Background: an optimization exercise with open tools, aiming at small area. Do not read the settings as production practice. Function was checked by simulation only, so behaviour that the tests miss may differ from the original. The flow treats the clock pin as an ideal source, which a real chip does not have. Power and IR drop assume default switching activity.

$ cat design/flow/config.mk
export PLATFORM = sky130hd
export DESIGN_NAME = simon_says_top
export DESIGN_NICKNAME = simon_says_top
export VERILOG_FILES = /design/flow/design.v
export SDC_FILE = /design/flow/constraint.sdc
export NUM_CORES = 4
export LEC_CHECK = 0
export ABC_AREA = 1
export CAP_MARGIN = 20
export CORE_MARGIN = 2
export CORE_UTILIZATION = 60
export PLACE_DENSITY = 0.75
export SLEW_MARGIN = 20
$ cat design/flow/constraint.sdc
create_clock -name core_clock -period 10.0 [get_ports {clk}]
set_input_delay 2.0000 -clock core_clock [delete_from_list [all_inputs] [get_ports {clk}]]
set_output_delay 2.0000 -clock core_clock [all_outputs]
set_load 0.01 [all_outputs]
$ cat design/flow/design.v
module clock_divider(
    input clk,
    input reset,
    output clk_1Hz,
    output clk_2Hz,
    output clk_3Hz,
    output clk_10Hz,
    output st_zero,              
    output st_lag                
);
    reg [6:0] st;                
    reg [2:0] b;
    reg [2:0] a;
    reg t2, t1;
    reg [10:0] c3;               
    reg t3;
    wire st_end = ~st[0] & ~st[1] & st[2] & st[3] & st[4] & ~st[5];           
    assign st_zero = ~st[1] & ~st[2] & st[3] & st[4] & st[5] & ~st[6];        
    assign st_lag  = ~st[0] & ~st[2] & ~st[3] & st[4] & ~st[5];               
    wire c3_end = c3[0] & c3[1] & c3[2] & ~c3[3] & c3[4] & c3[5] & ~c3[6]
                  & c3[7] & c3[8] & c3[9];                                    
    wire b_end = b[2];
    wire a_end = a[2];
    wire a_step = st_end & b_end;
    wire t2_step = a_step & a_end;
    assign clk_10Hz = t2 ^ a[0];
    assign clk_2Hz = t2;
    assign clk_1Hz = t1;
    assign clk_3Hz = t3;
    always @(posedge clk or posedge reset) begin
        if (reset) begin
            st <= 7'b0111000; b <= 0; a <= 0; t2 <= 0; t1 <= 0;
            c3 <= 11'b11101101110; t3 <= 0;
        end else begin
            st <= {st[5:0], ~(st[6] ^ st[0]) ^ st_end};
            if (st_end) b <= b_end ? 3'd0 : b + 3'd1;
            if (a_step) a <= a_end ? 3'd0 : a + 3'd1;
            if (t2_step) begin
                t2 <= ~t2;
                if (t2) t1 <= ~t1;
            end
            c3 <= {c3[9:0], ~(c3[10] ^ c3[1]) ^ c3_end};
            if (c3_end) t3 <= ~t3;
        end
    end
endmodule
`timescale 1ns / 1ps
module keypad_controller(
    input clk_100MHz,
    input reset,
    input st_zero,
    input st_lag,
    input [3:0] row,
    output [3:0] col,
    output reg [3:0] dec_out
    );
    reg [1:0] ci;
    reg first;
    assign col = first ? 4'b1111 : ~(4'b1000 >> ci);
    always @(posedge clk_100MHz or posedge reset)
        if (reset) begin
            ci <= 2'd3;
            first <= 1'b1;
            dec_out <= 4'b1111;
        end else begin
            first <= 1'b0;
            if (st_zero) ci <= ci + 2'd1;
            if (st_lag)
                case ({ci, row})
                    6'b00_0111: dec_out <= 4'h1;
                    6'b00_1011: dec_out <= 4'h4;
                    6'b00_1101: dec_out <= 4'h7;
                    6'b00_1110: dec_out <= 4'h0;
                    6'b01_0111: dec_out <= 4'h2;
                    6'b01_1011: dec_out <= 4'h5;
                    6'b01_1101: dec_out <= 4'h8;
                    6'b01_1110: dec_out <= 4'hF;
                    6'b10_0111: dec_out <= 4'h3;
                    6'b10_1011: dec_out <= 4'h6;
                    6'b10_1101: dec_out <= 4'h9;
                    6'b10_1110: dec_out <= 4'hE;
                    6'b11_0111: dec_out <= 4'hA;
                    6'b11_1011: dec_out <= 4'hB;
                    6'b11_1101: dec_out <= 4'hC;
                    6'b11_1110: dec_out <= 4'hD;
                    default: ;
                endcase
        end
endmodule
module game_controller(
    input clk,
    input reset,
    input select,
    input [15:0] switches,
    input [3:0] keypad_value,
    input clk_1Hz,
    input clk_2Hz,
    input clk_3Hz,
    input clk_10Hz,
    output [15:0] leds,
    output [3:0] disp_code,          
    output [2:0] highest_round,
    output reg display_mode
);
    localparam S_INIT = 2'd0, S_SHOW = 2'd1, S_INPUT = 2'd2, S_OVER = 2'd3;
    localparam P_INIT = 3'b000, P_SHOW1 = 3'b001, P_SAYS = 3'b011, P_STEPS = 3'b010,
               P_INPUT = 3'b100, P_OVER = 3'b101;
    reg [2:0] ph;
    wire [1:0] gs = ph[2] ? (ph[0] ? S_OVER : S_INPUT) : ((ph[1] | ph[0]) ? S_SHOW : S_INIT);
    reg [2:0] cr;
    reg wr;
    wire won = ~(cr == 3'd1) | wr;     
    reg [3:0] r0, r1, r2, r3, r4;
    reg k0, k4;
    reg [3:0] Q;
    wire sd = (ph == P_STEPS);
    wire ss = (ph == P_SAYS);
    wire [3:0] D = Q;
    wire [2:0] P = Q[2:0];
    wire cmp = Q[3];
    reg [15:0] ps;
    reg [31:0] rnd;
    reg pclk_prev;
    reg gol, la;
    reg sp, db;
    reg [7:0] scnt;
    reg pclk;
    always @(*) begin
        case (cr)
            3'd1, 3'd2: pclk = clk_1Hz;
            3'd3, 3'd4: pclk = clk_2Hz;
            3'd5, 3'd6: pclk = clk_3Hz;
            3'd7:       pclk = clk_10Hz;
            default:    pclk = clk_1Hz;
        endcase
    end
    wire edge_p = pclk & ~pclk_prev;
    reg [2:0] L;
    always @(*) begin
        case (cr)
            3'd0: L = 3'd1;
            3'd1: L = wr ? 3'd2 : 3'd1;
            3'd2: L = wr ? 3'd3 : 3'd2;
            3'd3: L = 3'd4;
            default: L = 3'd5;
        endcase
    end
    wire lt3 = ~cr[2] & ~(cr[1] & cr[0]);
    reg [3:0] rP;
    reg kP;
    always @(*) begin
        case (P)
            3'd0: begin rP = r0; kP = k0 & lt3; end
            3'd1: begin rP = r1; kP = ~lt3; end
            3'd2: begin rP = r2; kP = 1'b0; end
            3'd3: begin rP = r3; kP = 1'b1; end
            default: begin rP = r4; kP = k4 & (cr == 3'd4); end
        endcase
    end
    wire [15:0] onehot = 16'd1 << rP;
    wire Pvalid = (P < L);
    wire [2:0] Pn = P + 3'd1;
    wire says_done = sd;
    wire show_led = (gs == S_SHOW) & says_done & (P != 3'd7) & ~kP;
    assign leds = {16{la}} | (show_led ? onehot : 16'd0);
    wire [2:0] crm1 = cr - 3'd1;
    reg [3:0] gcode;
    always @(*) begin
        case (gs)
            S_INIT: gcode = {crm1 == 3'd0, crm1};
            S_SHOW:
                if (!says_done)
                    gcode = ss ? 4'd9 : {crm1 == 3'd0, crm1};
                else if (P == 3'd7)
                    gcode = 4'd8;
                else
                    gcode = kP ? 4'd0 : 4'd8;
            default: gcode = {cr == 3'd0, cr};
        endcase
    end
    assign disp_code = gcode;
    assign highest_round = cr + {2'b0, won};
    wire [31:0] S = rnd;
    wire f1 = S[31] ^ S[21] ^ S[1] ^ S[0];
    wire f2 = S[30] ^ S[20] ^ S[0] ^ f1;
    wire f3 = S[29] ^ S[19] ^ f1 ^ f2;
    wire f4 = S[28] ^ S[18] ^ f2 ^ f3;
    wire [2:0] n = cr + 3'd1;
    wire gen = (n == 3'd0) | (n == 3'd3) | n[2] & (n[1] | n[0]);
    reg [3:0] says_load;
    always @(*) begin
        case (S[3:0])
            4'd0, 4'd5, 4'd10, 4'd15: says_load = 4'd4;
            4'd1, 4'd6, 4'd11:        says_load = 4'd5;
            4'd2, 4'd7, 4'd12:        says_load = 4'd1;
            4'd3, 4'd8, 4'd13:        says_load = 4'd8;
            default:                  says_load = 4'd14;
        endcase
    end
    wire d_last = D[0] & D[3];
    wire [15:0] toggled = switches ^ ps;
    wire sw_diff = |toggled;
    wire sw_bad = |(toggled & ~onehot);
    wire sw_match = ~sw_bad;
    wire key_match = (keypad_value == rP);
    always @(posedge clk) pclk_prev <= pclk;
    always @(posedge clk or posedge reset)
        if (reset) gol <= 1'b0;
        else gol <= (gs == S_OVER) & clk_2Hz;
    wire sel_start = select & ~sp & ~db;
    wire sel_end = scnt[0] & ~scnt[1] & ~scnt[2] & ~scnt[3] & ~scnt[4] & ~scnt[5] & scnt[6];
    always @(posedge clk or posedge reset) begin
        if (reset) begin
            sp <= 0; db <= 0; display_mode <= 0;
        end else begin
            sp <= select;
            if (sel_start) db <= 1'b1;
            else if (db & sel_end) begin
                db <= 1'b0;
                if (select) display_mode <= ~display_mode;
            end
        end
    end
    always @(posedge clk)
        scnt <= db ? {scnt[6:0], ~(scnt[7] ^ scnt[2])} : 8'd0;
    always @(posedge clk or posedge reset) begin
        if (reset) begin
            rnd <= 32'hABCDEF01;
            ph <= P_INIT;
            cr <= 3'd1;
            wr <= 1'b0;
            r0 <= 4'd1;
            k0 <= 1'b0;
            la <= 1'b0;
        end else begin
            rnd <= {rnd[30:0], rnd[31] ^ rnd[27] ^ rnd[23] ^ rnd[19]};
            la <= gol;
            case (gs)
                S_INIT: ph <= P_SHOW1;
                S_SHOW:
                    if (!says_done) begin
                        if (edge_p & d_last) ph <= P_STEPS;
                        else ph <= P_SAYS;
                    end else if (edge_p & ~(Pn < L)) ph <= P_INPUT;
                S_INPUT:
                    if (!Pvalid) begin
                        ph <= P_INIT;
                        cr <= n;
                        if (n == 3'd0) wr <= 1'b1;
                        if (gen) r0 <= S[3:0];
                        if (n == 3'd0) k0 <= ~S[31];
                    end else if (!kP) begin
                        if (!cmp && sw_bad) ph <= P_OVER;
                    end else begin
                        if (!cmp && !key_match) ph <= P_OVER;
                    end
                default: ;
            endcase
        end
    end
    always @(posedge clk) begin
        case (gs)
            S_INIT: begin
                Q <= says_load;
            end
            S_SHOW:
                if (!says_done) begin
                    if (edge_p) begin
                        if (d_last) begin
                            Q <= 4'b0111;
                        end else
                            Q <= {D[2:0], ~(D[3] ^ D[0])};
                    end
                end else if (edge_p) begin
                    if (Pn < L) Q[2:0] <= Pn;
                    else begin
                        Q <= 4'b0000;
                        ps <= switches;
                    end
                end
            S_INPUT:
                if (!Pvalid) begin
                    if (gen) begin
                        r1 <= {S[2:0], f1};
                        r2 <= {S[1:0], f1, f2};
                        r3 <= {S[0], f1, f2, f3};
                        r4 <= {f1, f2, f3, f4};
                    end
                    if (n == 3'd1 || (n == 3'd2 && !wr)) r1 <= S[3:0];
                    if (n == 3'd2 && wr) r2 <= S[3:0];
                    if (n == 3'd4) begin r4 <= S[3:0]; k4 <= S[31]; end
                end else if (!kP) begin
                    if (!cmp) begin
                        if (sw_diff) begin
                            ps <= switches;
                            if (sw_match) Q[3] <= 1'b1;
                        end
                    end else if (!sw_diff) begin
                        Q <= {1'b0, Pn};
                    end
                end else begin
                    if (!cmp) begin
                        if (key_match) Q[3] <= 1'b1;
                    end else begin
                        Q <= {1'b0, Pn};
                    end
                end
            default: ;
        endcase
    end
endmodule
module seven_segment_controller(
    input clk,
    input reset,
    input display_mode,
    input [3:0] disp_code,
    input [2:0] highest_round,
    output reg [6:0] seg,
    output reg [3:0] an
);
    localparam CHAR_BLANK = 7'b1111111;
    reg [6:0] refresh_counter;
    reg [1:0] digit_select;
    reg [3:0] code;
    wire rc_end = ~refresh_counter[0] & ~refresh_counter[1] & ~refresh_counter[2]
                  & ~refresh_counter[3] & ~refresh_counter[4];               
    always @(posedge clk or posedge reset) begin
        if (reset) begin
            refresh_counter <= 7'b1000001;
            digit_select <= 0;
            code <= 4'd8;
        end else begin
            refresh_counter <= {refresh_counter[5:0], ~(refresh_counter[6] ^ refresh_counter[2]) ^ rc_end};
            if (rc_end) digit_select <= digit_select + 2'd1;
            code <= display_mode ? {1'b0, highest_round} : disp_code;
        end
    end
    wire says = (code == 4'd9);
    reg [6:0] dig0;
    always @(*) begin
        case (code)
            4'd0: dig0 = 7'b1000000;
            4'd1: dig0 = 7'b1111001;
            4'd2: dig0 = 7'b0100100;
            4'd3: dig0 = 7'b0110000;
            4'd4: dig0 = 7'b0011001;
            4'd5: dig0 = 7'b0010010;
            4'd6: dig0 = 7'b0000010;
            4'd7: dig0 = 7'b1111000;
            4'd9: dig0 = 7'b0010010;    
            default: dig0 = CHAR_BLANK;
        endcase
    end
    always @(*) begin
        case (digit_select)
            2'b00: begin an = 4'b1110; seg = dig0; end
            2'b01: begin an = 4'b1101; seg = says ? 7'b0010001 : CHAR_BLANK; end   
            2'b10: begin an = 4'b1011; seg = says ? 7'b0001000 : CHAR_BLANK; end   
            2'b11: begin an = 4'b0111; seg = says ? 7'b0010010 : CHAR_BLANK; end   
        endcase
    end
endmodule
module simon_says_top(
    input clk,               
    input reset,             
    input select,            
    input [15:0] switches,   
    input [3:0] rows,        
    output [3:0] cols,       
    output [15:0] leds,      
    output [6:0] seg,        
    output [3:0] an          
);
    wire clk_1Hz, clk_2Hz, clk_3Hz, clk_10Hz;
    wire st_zero, st_lag;
    wire [3:0] w_dec;
    wire [3:0] disp_code;
    wire [2:0] highest_round;
    wire display_mode;
    clock_divider clock_div (
        .clk(clk),
        .reset(reset),
        .clk_1Hz(clk_1Hz),
        .clk_2Hz(clk_2Hz),
        .clk_3Hz(clk_3Hz),
        .clk_10Hz(clk_10Hz),
        .st_zero(st_zero),
        .st_lag(st_lag)
    );
    keypad_controller keypad_ctrl (
        .clk_100MHz(clk),
        .reset(reset),
        .st_zero(st_zero),
        .st_lag(st_lag),
        .row(rows),
        .col(cols),
        .dec_out(w_dec)
    );
    game_controller game_ctrl (
        .clk(clk),
        .reset(reset),
        .select(select),
        .switches(switches),
        .keypad_value(w_dec),
        .clk_1Hz(clk_1Hz),
        .clk_2Hz(clk_2Hz),
        .clk_3Hz(clk_3Hz),
        .clk_10Hz(clk_10Hz),
        .leds(leds),
        .disp_code(disp_code),
        .highest_round(highest_round),
        .display_mode(display_mode)
    );
    seven_segment_controller seg_ctrl (
        .clk(clk),
        .reset(reset),
        .display_mode(display_mode),
        .disp_code(disp_code),
        .highest_round(highest_round),
        .seg(seg),
        .an(an)
    );
endmodule
$ cat design/flow/flow/run.sh
#!/bin/bash
# Own layout flow: the standard layout (standard.sh) with three changes.
#  1. Synthesis runs with ORFS's adder extraction off (ADDER_MAP_FILE empty):
#     extract_fa turns XOR/AND pairs found anywhere (decoders included) into
#     half-adder cells that abc can no longer optimise.
#  2. After the standard synthesis the combinational cells of the netlist are
#     turned back into logic and mapped again by abc with a stronger area
#     script (two rounds of &deepsyn and amap), four times with different
#     seeds; the smallest result is kept.  Flip-flop instances are not touched: same
#     cells, same names, as the standard synthesis made them.
#  3. Ports are buffered with buf_1 and the clock tree is built from clkbuf_4
#     without dummy loads; clock buffers whose loads would see a slow edge
#     are then upsized to clkbuf_8 (flow/resize_clk.tcl).
# Each tool writes its full output to a log file in this folder.
set -euo pipefail
WORK=$(pwd)
YOSYS=$FLOW_HOME/../tools/install/yosys/bin/yosys
LIB=$FLOW_HOME/platforms/sky130hd/lib/sky130_fd_sc_hd__tt_025C_1v80.lib
RES=$WORK/orfs/results/sky130hd/simon_says_top/base

sed 's|CLKGATE_MAP_FILE= |CLKGATE_MAP_FILE= ADDER_MAP_FILE= BUFFER_PORTS_ARGS="-buffer_cell sky130_fd_sc_hd__buf_1" CTS_ARGS="-sink_clustering_enable -repair_clock_nets -dont_use_dummy_load -buf_list sky130_fd_sc_hd__clkbuf_4" |' standard.sh > standard_custom.sh
sed -i "s|CLKGATE_MAP_FILE= |CLKGATE_MAP_FILE= POST_CTS_TCL=$WORK/flow/resize_clk.tcl |" standard_custom.sh
grep -q 'POST_CTS_TCL=' standard_custom.sh
grep -q 'ADDER_MAP_FILE= ' standard_custom.sh

# 1. standard synthesis (adder extraction off)
bash standard_custom.sh synth > make_synth.log 2>&1

# 2. re-map the combinational logic
cp $RES/1_2_yosys.v $WORK/1_2_yosys_standard.v
python3 flow/comb_cells.py $LIB $WORK/comb_cells.v > comb_cells.log 2>&1
DONT_USE=$(cat flow/dont_use.txt)
for SEED in 1 2 3 4; do
sed "s/@SEED@/$SEED/; s/@SEED2@/$((SEED + 4))/" flow/reopt.abc > $WORK/reopt_$SEED.abc
cat > $WORK/reopt_$SEED.ys <<EOS
read_liberty -lib $LIB
read_verilog $WORK/1_2_yosys_standard.v
hierarchy -top $FLOW_TOP
techmap -map $WORK/comb_cells.v
techmap
opt -purge
abc -liberty $LIB $DONT_USE -script $WORK/reopt_$SEED.abc
opt_clean -purge
hilomap -singleton -hicell sky130_fd_sc_hd__conb_1 HI -locell sky130_fd_sc_hd__conb_1 LO
insbuf -buf sky130_fd_sc_hd__buf_4 A X
splitnets
opt_clean -purge
check -assert -mapped
tee -o $WORK/reopt_$SEED.stat stat -liberty $LIB
write_verilog -noattr -nohex -nodec $WORK/1_2_yosys_reopt_$SEED.v
EOS
$YOSYS -s $WORK/reopt_$SEED.ys > reopt_yosys_$SEED.log 2>&1 &
done
wait
# keep the smallest of the four abc runs (they differ only in &deepsyn's seed)
BEST=$(for SEED in 1 2 3 4; do
  if [[ -s $WORK/1_2_yosys_reopt_$SEED.v ]]; then
    echo "$(sed -n "s/.*Chip area for module .*: //p" $WORK/reopt_$SEED.stat) $SEED"
  fi
done | sort -g | head -1 | cut -d' ' -f2)
echo "best seed $BEST" > reopt_choice.log
cat $WORK/reopt_*.stat | grep "Chip area" >> reopt_choice.log
cp $WORK/1_2_yosys_reopt_$BEST.v $WORK/1_2_yosys_reopt.v
cp $WORK/1_2_yosys_reopt.v $RES/1_2_yosys.v
rm -f $RES/1_synth.odb

# 3. the rest of the layout
bash standard_custom.sh finish > make_finish.log 2>&1
$ cat design/flow/flow/comb_cells.py
# Writes a Verilog model (assign of its liberty function) for every
# combinational cell of a liberty file: python3 comb_cells.py LIB OUT.v
import re,sys
lib=open(sys.argv[1]).read()
# split cells
out=[]
for m in re.finditer(r'\n\s*cell\s*\(\s*"?([\w]+)"?\s*\)\s*\{',lib):
    name=m.group(1); start=m.end()
    # find matching brace
    depth=1;i=start
    while depth:
        c=lib[i]
        if c=='{':depth+=1
        elif c=='}':depth-=1
        i+=1
    body=lib[start:i]
    if re.search(r'\b(ff|latch|statetable)\s*\(',body): continue
    pins=[]
    for pm in re.finditer(r'\n\s*pin\s*\(\s*"?(\w+)"?\s*\)\s*\{',body):
        ps=pm.end(); d=1; j=ps
        while d:
            c=body[j]
            if c=='{':d+=1
            elif c=='}':d-=1
            j+=1
        pb=body[ps:j]
        dirm=re.search(r'direction\s*:\s*"?(\w+)"?',pb)
        fm=re.search(r'\bfunction\s*:\s*"([^"]*)"',pb)
        pins.append((pm.group(1),dirm.group(1) if dirm else None,fm.group(1) if fm else None))
    outs=[p for p in pins if p[1]=='output' and p[2]]
    ins=[p[0] for p in pins if p[1]=='input']
    if not outs or any(p[1]=='output' and not p[2] for p in pins) or any(p[1]=='inout' for p in pins): continue
    def conv(f):
        f=f.replace('!','~').replace('+','|')
        f=re.sub(r'\)\s*\(',')&(',f)
        f=re.sub(r'(\w)\s+(?=[\w(~])',r'\1&',f)
        f=re.sub(r'\)\s+(?=[\w(~])',')&',f)
        return f
    ports=ins+[p[0] for p in outs]
    s=f"module {name}({', '.join(ports)});\n"
    for p in ins: s+=f"  input {p};\n"
    for p in outs: s+=f"  output {p[0]};\n  assign {p[0]} = {conv(p[2])};\n"
    s+="endmodule\n"
    out.append(s)
open(sys.argv[2],'w').write(''.join(out))
$ cat design/flow/flow/dont_use.txt
-dont_use sky130_fd_sc_hd__lpflow_bleeder_1 -dont_use sky130_fd_sc_hd__lpflow_clkbufkapwr_1 -dont_use sky130_fd_sc_hd__lpflow_clkbufkapwr_16 -dont_use sky130_fd_sc_hd__lpflow_clkbufkapwr_2 -dont_use sky130_fd_sc_hd__lpflow_clkbufkapwr_4 -dont_use sky130_fd_sc_hd__lpflow_clkbufkapwr_8 -dont_use sky130_fd_sc_hd__lpflow_clkinvkapwr_1 -dont_use sky130_fd_sc_hd__lpflow_clkinvkapwr_16 -dont_use sky130_fd_sc_hd__lpflow_clkinvkapwr_2 -dont_use sky130_fd_sc_hd__lpflow_clkinvkapwr_4 -dont_use sky130_fd_sc_hd__lpflow_clkinvkapwr_8 -dont_use sky130_fd_sc_hd__lpflow_decapkapwr_12 -dont_use sky130_fd_sc_hd__lpflow_decapkapwr_3 -dont_use sky130_fd_sc_hd__lpflow_decapkapwr_4 -dont_use sky130_fd_sc_hd__lpflow_decapkapwr_6 -dont_use sky130_fd_sc_hd__lpflow_decapkapwr_8 -dont_use sky130_fd_sc_hd__lpflow_inputiso0n_1 -dont_use sky130_fd_sc_hd__lpflow_inputiso0p_1 -dont_use sky130_fd_sc_hd__lpflow_inputiso1n_1 -dont_use sky130_fd_sc_hd__lpflow_inputiso1p_1 -dont_use sky130_fd_sc_hd__lpflow_inputisolatch_1 -dont_use sky130_fd_sc_hd__lpflow_isobufsrc_1 -dont_use sky130_fd_sc_hd__lpflow_isobufsrc_16 -dont_use sky130_fd_sc_hd__lpflow_isobufsrc_2 -dont_use sky130_fd_sc_hd__lpflow_isobufsrc_4 -dont_use sky130_fd_sc_hd__lpflow_isobufsrc_8 -dont_use sky130_fd_sc_hd__lpflow_isobufsrckapwr_16 -dont_use sky130_fd_sc_hd__lpflow_lsbuf_lh_hl_isowell_tap_1 -dont_use sky130_fd_sc_hd__lpflow_lsbuf_lh_hl_isowell_tap_2 -dont_use sky130_fd_sc_hd__lpflow_lsbuf_lh_hl_isowell_tap_4 -dont_use sky130_fd_sc_hd__lpflow_lsbuf_lh_isowell_4 -dont_use sky130_fd_sc_hd__lpflow_lsbuf_lh_isowell_tap_1 -dont_use sky130_fd_sc_hd__lpflow_lsbuf_lh_isowell_tap_2 -dont_use sky130_fd_sc_hd__lpflow_lsbuf_lh_isowell_tap_4 -dont_use sky130_fd_sc_hd__probe_p_8 -dont_use sky130_fd_sc_hd__probec_p_8 
$ cat design/flow/flow/reopt.abc
strash; &get -n; &deepsyn -T 30 -S @SEED@; &put; dch -f; amap; strash; &get -n; &deepsyn -T 30 -S @SEED2@; &put; dch -f; amap; topo
$ cat design/flow/flow/resize_clk.tcl
# Clock tree leaf sizing: the tree is built from clkbuf_4; every clock buffer
# whose worst load pin slew (placement estimate) is over the limit below is
# replaced by clkbuf_8, then placement is legalised again.
set clk_slew_limit 0.105
estimate_parasitics -placement
set upsized 0
foreach inst [get_cells *] {
  if {[get_property $inst ref_name] ne "sky130_fd_sc_hd__clkbuf_4"} { continue }
  set out [get_pins -of_objects $inst -filter "direction == output"]
  set worst 0
  foreach p [get_pins -of_objects [get_nets -of_objects $out] -filter "direction == input"] {
    set s [get_property $p slew_max]
    if {$s > $worst} { set worst $s }
  }
  if {$worst > $clk_slew_limit} {
    replace_cell $inst [get_lib_cells */sky130_fd_sc_hd__clkbuf_8]
    incr upsized
  }
}
puts "clock buffers upsized to clkbuf_8: $upsized"
if {$upsized > 0} {
  detailed_placement
  check_placement -verbose
}
$ cat design/flow/standard.sh
#!/bin/bash
# synth_recipe.tcl (not shown) runs the flow's synth.tcl, then flattens the netlist and writes it again
# the make line also repeats each setting of config.mk as NAME=value (left out here)
make -C /OpenROAD-flow-scripts/flow DESIGN_CONFIG=/design/flow/config.mk WORK_HOME=/design/flow/orfs CLKGATE_MAP_FILE= SYNTH_SCRIPT=/design/flow/synth_recipe.tcl "${@:-finish}"
==> results of run 1 <==
==> worst max-delay path, delay by kind of cell (launching register included) <==
kind / cells / cell delay, ns
AOI/OAI and AO/OA: 2 / 0.39
buffers and inverters: 2 / 0.37
DFF: 1 / 0.57
and+or+nand+nor: 5 / 1.32
==> stage by stage <==
stage          area (um2)  setup slack (ns)  utilization
5_1_grt              6501             4.633       0.6713
2_1_floorplan        5948             5.766            -
6_report             6501             4.959       0.6713
3_5_place_dp         6330             5.430       0.6536
3_3_place_gp         6330             5.531       0.6536
==> final timing paths <==
check,end,slack [ns],depth (start not counted)
worst max-delay path,leds[6],4.96,9
worst min-delay path,game_ctrl.rnd[15],0.33,0
worst max register to register,game_ctrl.ps[4],6.86,8
worst min register to register,game_ctrl.rnd[15],0.33,0
max in group asynchronous,clock_div.st[4],7.23,3
min in group asynchronous,game_ctrl.rnd[30],1.69,2
==> power by group <==
group          internal [W]  switching, W   total, W  leakage (nW)
Clock              0.000108      0.000164   0.000272        0.0963
Sequential         0.000621     0.0000129   0.000634          1.52
Combinational     0.0000249     0.0000451  0.0000700         0.784
Total              0.000754      0.000222   0.000976          2.40
==> routing by layer <==
metal	global-route usage	up-vias	part of all wire
met4	0.07143	0	0.018
met2	0.3699	179	0.46
met3	0.06860	29	0.066
met5	0	-	0
met1	0.3184	2134	0.45
li1	-	2243	-
==> cell type report <==
cell class	instances	area, um2	area share
clock buffers	17	171.4	0.02637
inverters	73	275.3	0.04234
multi-input cells	379	1929	0.2968
flip-flops and latches	142	3745	0.5760
well taps	133	166.4	0.02560
repair buffers	55	214.0	0.03291
==> registers in the layout, summed over array words and instances, names as in the netlist, 7 cells and up <==
name	count
game_ctrl.rnd	32
game_ctrl.ps	16
clock_div.st	7
game_ctrl.scnt	8
seg_ctrl.refresh_counter	7
clock_div.c3	11
==> run_results.csv, run 1 <==
group,metric,value,unit
global_route,grt_pass1_vias,4344,
timing,drv_slew,0,
worst_setup_path,crit_chain,"clkinv_1 > nor2_1 > nor2_1 > nand3_1 > a31oi_1 > nand3b_1 > or3_1 > o21ai_0 > buf_1",
final_layout,drive_above_1_share,0.09159,
worst_setup_path,rr_startpoint,"game_ctrl.cr[0]",
timing,fin_tns_setup,0,ns
worst_setup_path,worstPathMaxFanout,8,
clocking,worstSkewPairLatency,0.42,ns
global_route,grt_util_all_layers,0.2342,
route,dr_total_vias,4585,
worst_setup_path,crit_arrival,3.04,ns
floorplan,die_area,10730,um2
logic_synthesis,syn_inst,594,
pwr,power,0.0009758,W
route,dr.pass1.iters,5,
global_route,grt_pass1_wl,20000,um
outcome,outcome,"complete, no violations",
job,maxCapViolCount,0,
worst_setup_path,slowest_stage,"dfstp_2",
worst_hold_path,hold_path.class,"reg2reg",
worst_setup_path,worstPathRequired,8.00,ns
logic_synthesis,avgSynthCellArea,10.01,um2
worst_setup_path,critPathKind,"reg2out",
floorplan,die_width,103.6,um
clocking,cts.sinks,142,
clocking,cts_tree,"done",
floorplan,fp.dieH,103.6,um
timing,rsz0062_at_grt,"no",
timing,whs,0.3307,ns
route,drcViolationCount,0,
floorplan,core-area,9684,um2
timing,final-hold-violation-count,0,
pwr,power_density,150.1,nW/um2
logic_synthesis,synth.net_count,617,
pwr,p_leak,2.401,nW
route,vias_per_cell,5.738,
placement,gp_congestion,1.033,
final_layout,layout_common_cells,"109 x nor2_1, 72 x clkinv_1, 60 x a21oi_1",
floorplan,ios,54,
route,drtAntennaViolNets,0,
final_layout,fillers,793,
global_route,antenna_found_initial,0,
floorplan,initial_core_util,0.6142,
worst_setup_path,critPathLaunchType,"register",
global_route,grt_overflow,0,
clocking,clk_pin_slew,0.10,ns
placement,dp.cells,782,
final_layout,area_delta_synth_final,9.298,%
final_layout,stdcell_count,799,
timing,fin_crit,5.041,ns
global_route,grt_max_degree,51,
placement,dp_hpwl,8643,um
logic_synthesis,netlist_area,5948,um2
timing,setup_viol,0,
worst_setup_path,max_stage_delay,0.57,ns
final_layout,n_antenna_cell,0,
route,wirelength,11700,um
placement,portBuffers,53,
worst_setup_path,end_kind,"output pin",
logic_synthesis,ys_warn_count,4,
timing,worst_pin_slew,0.8410,ns
route,wl_per_cell,14.65,um
route,drt_iter0_drc,352,
timing,slew_headroom,0.4372,
timing,fin_skew,0.03215,ns
timing,fin_crit_sh,0.5041,
floorplan,rows,36,
worst_hold_path,holdCritStartpoint,"game_ctrl.rnd[14]",
worst_setup_path,cpMostUsedCell,"nor2_1",
timing,max_freq,0.1984,GHz
worst_setup_path,worstSetupStartpoint,"game_ctrl.cr[0]",
final_layout,fin_nets,691,
final_layout,final_common_cell,"nor2_1",
pwr,ir_drop,0.1574,mV
==> run 2: changes to the inputs <==
--- a/design/flow/design.v
+++ b/design/flow/design.v
@@ -52,2 +52,3 @@
     input st_lag,
+    input first,
     input [3:0] row,
@@ -57,3 +58,2 @@
     reg [1:0] ci;
-    reg first;
     assign col = first ? 4'b1111 : ~(4'b1000 >> ci);
@@ -62,6 +62,4 @@
             ci <= 2'd3;
-            first <= 1'b1;
             dec_out <= 4'b1111;
         end else begin
-            first <= 1'b0;
             if (st_zero) ci <= ci + 2'd1;
@@ -102,3 +100,4 @@
     output [2:0] highest_round,
-    output reg display_mode
+    output reg display_mode,
+    output first_cycle               
 );
@@ -115,2 +114,3 @@
     reg [3:0] Q;
+    assign first_cycle = (ph == P_INIT) & ~won;
     wire sd = (ph == P_STEPS);
@@ -374,3 +374,3 @@
     wire clk_1Hz, clk_2Hz, clk_3Hz, clk_10Hz;
-    wire st_zero, st_lag;
+    wire st_zero, st_lag, first_cycle;
     wire [3:0] w_dec;
@@ -394,2 +394,3 @@
         .st_lag(st_lag),
+        .first(first_cycle),
         .row(rows),
@@ -411,3 +412,4 @@
         .highest_round(highest_round),
-        .display_mode(display_mode)
+        .display_mode(display_mode),
+        .first_cycle(first_cycle)
     );
==> run 2 against run 1 <==
  * Synthesized cell count down 1.0%
  * Count of clock-buffer cells in the layout unchanged
  * Routed wire length up 4.3%
  * Register-to-register slack worse by 0.78 ns
  * Fmax down 4.7%
  * Critical path depth unchanged
  * Critical path type unchanged
  * Critical endpoint is now leds[3]
==> run_results.csv, run 2 <==
group,metric,value,unit
worst_setup_path,rr_startpoint,"game_ctrl.cr[0]",
timing,final-hold-violation-count,0,
timing,fin_crit_sh,0.5290,
worst_setup_path,worstPathRequired,8.00,ns
timing,fin_tns_setup,0,ns
placement,gp_congestion,0.9604,
placement,dp.cells,776,
outcome,outcome,"complete, no violations",
placement,portBuffers,53,
route,dr.pass1.iters,5,
floorplan,die_area,10700,um2
floorplan,core-area,9684,um2
logic_synthesis,synth.net_count,611,
timing,worst_pin_slew,0.8209,ns
worst_setup_path,ff2ff_setup_slack,6.08,ns
worst_hold_path,hold_path.class,"reg2reg",
worst_hold_path,hold_path_end,"game_ctrl.rnd[23]",
route,drcViolationCount,0,
worst_setup_path,cpMostUsedCell,"clkinv_1",
timing,max_freq,0.1890,GHz
final_layout,drive_above_1_share,0.09091,
worst_setup_path,crit_chain,"clkinv_1 > and3_1 > a2111oi_0 > nor2_1 > a21oi_1 > clkinv_1 > or3_1 > o21ai_0 > buf_1",
worst_setup_path,max_stage_delay,0.49,ns
route,wl_per_cell,15.40,um
final_layout,regMostFlops,"game_ctrl.rnd",
final_layout,n_antenna_cell,0,
floorplan,die_width,103.4,um
floorplan,rows,36,
timing,rsz0062_at_grt,"no",
logic_synthesis,netlist_area,5932,um2
worst_setup_path,slowest_stage,"edfxtp_1",
route,drtAntennaViolNets,0,
worst_setup_path,timing.rr.end,"game_ctrl.ps[2]",
global_route,grt_overflow,0,
final_layout,multi_input_area,1958,um2
timing,setup_viol,0,
floorplan,ios,54,
placement,dp_hpwl,9130,um
clocking,cts_tree,"done",
logic_synthesis,ys_warn_count,4,
final_layout,area_delta_synth_final,9.007,%
global_route,grt_pass1_vias,4188,
worst_hold_path,min_delay_path_depth,0,
timing,slew_headroom,0.4469,
global_route,grt_max_degree,50,
timing,fin_skew,0.03327,ns
final_layout,regArea,3719,um2
worst_setup_path,critPathKind,"reg2out",
pwr,p_leak,2.395,nW
route,drt_iter0_drc,329,
route,wirelength,12210,um
final_layout,stdcell_count,793,
final_layout,final_common_cell,"nor2_1",
clocking,cts.sinks,141,
timing,fin_crit,5.290,ns
final_layout,largest_reg_flops,32,
worst_setup_path,critPathLaunchType,"register",
worst_hold_path,holdCritStartpoint,"game_ctrl.rnd[22]",
final_layout,fin_util,0.6677,
clocking,worstSkewPairLatency,0.42,ns
route,vias_per_cell,5.791,
worst_setup_path,worstPathMaxFanout,10,
job,maxCapViolCount,0,
pwr,power_density,146.0,nW/um2
floorplan,fp.dieH,103.4,um
worst_setup_path,path_buf_inv,3,
final_layout,fin_nets,685,
clocking,clk_pin_slew,0.09,ns
worst_setup_path,r2r_cells,11,
final_layout,fillers,792,
logic_synthesis,syn_inst,588,
final_layout,reg.largest.list,"game_ctrl.rnd x32, game_ctrl.ps x16, clock_div.c3 x11",
logic_synthesis,avgSynthCellArea,10.09,um2
final_layout,layout_common_cells,"119 x nor2_1, 67 x clkinv_1, 61 x a21oi_1",
global_route,antenna_found_initial,0,
global_route,grt_util_all_layers,0.2465,
timing,drv_slew,0,
pwr,ir_drop,0.1326,mV
route,dr_total_vias,4592,
worst_setup_path,crit_arrival,3.29,ns
floorplan,initial_core_util,0.6125,
worst_setup_path,end_kind,"output pin",
worst_setup_path,crit_family,"compound AO/OA/AOI/OAI gates",
global_route,grt_pass1_wl,19590,um
## run 2: cell type report
cell class | count | area share
timing repair buffer | 55 | 0.03309
multi-input combinational | 379 | 0.3028
tap | 133 | 0.02574
clock buffer | 17 | 0.02361
sequential | 141 | 0.5751
inverter | 68 | 0.03967
## run 2: stage by stage
step	instance area (um2)	hold WS, ns	total power, W	worst slack [ns]
floorplan	5932	0.3312	0.0006758	5.594
global placement	6314	0.3354	0.0006942	5.259
detailed placement	6314	0.3384	0.0006981	5.152
global route	6466	0.3467	0.0009933	4.236
finish	6466	0.3504	0.0009443	4.710
## run 2: worst max-delay path by stage
stage,startpoint,depth (start not counted),end
floorplan,game_ctrl.Q[0],8,leds[0]
detailed placement,game_ctrl.Q[0],9,leds[1]
finish,game_ctrl.Q[0],9,leds[3]
global route,game_ctrl.Q[0],9,leds[1]
global placement,game_ctrl.Q[0],9,leds[3]
## run 2: where the power goes
group	total, W	internal, W	switching (W)
clock network	0.000257	0.0000959	0.000161
registers	0.000625	0.000613	0.0000118
logic	0.0000622	0.0000217	0.0000405
total	0.000944	0.000731	0.000214
## run 2: routing by layer
layer | vias up | wire length (um) | global-route usage
met5 | - | 0 | 0
met4 | 0 | 247 | 0.1063
met3 | 23 | 778 | 0.07191
met2 | 162 | 5679 | 0.3762
met1 | 2164 | 5507 | 0.3315
li1 | 2243 | - | -

## static timing again, ports no longer ideal
In the flow no input, the clock included, has a driving cell. The finished layouts below were timed again as built, in two steps.
Step 1: set_driving_cell puts a clkbuf_16 on clk and a buf_2 on each other input, an assumption about the parent block.
Step 2 moves the port delays by t, midway between the first and last clock arrival at a register: inputs arrive t later, outputs are due t later. That takes back most of the time a late clock gives input paths.
Three values: ideal ports, drivers, drivers and shift; two values: the first two.
| run | shift t [ns] | setup WS [ns] | clock arrival spread, ns | worst slew at a driven data input, ns |
|---|---|---|---|---|
| run 1 | 0.442 | 4.959 / 4.924 / 5.365 | 0.034 / 0.033 | 0.04 |
| run 2 | 0.441 | 4.710 / 4.674 / 5.115 | 0.033 / 0.034 | 0.03 |
After both steps every run listed still meets setup and hold.
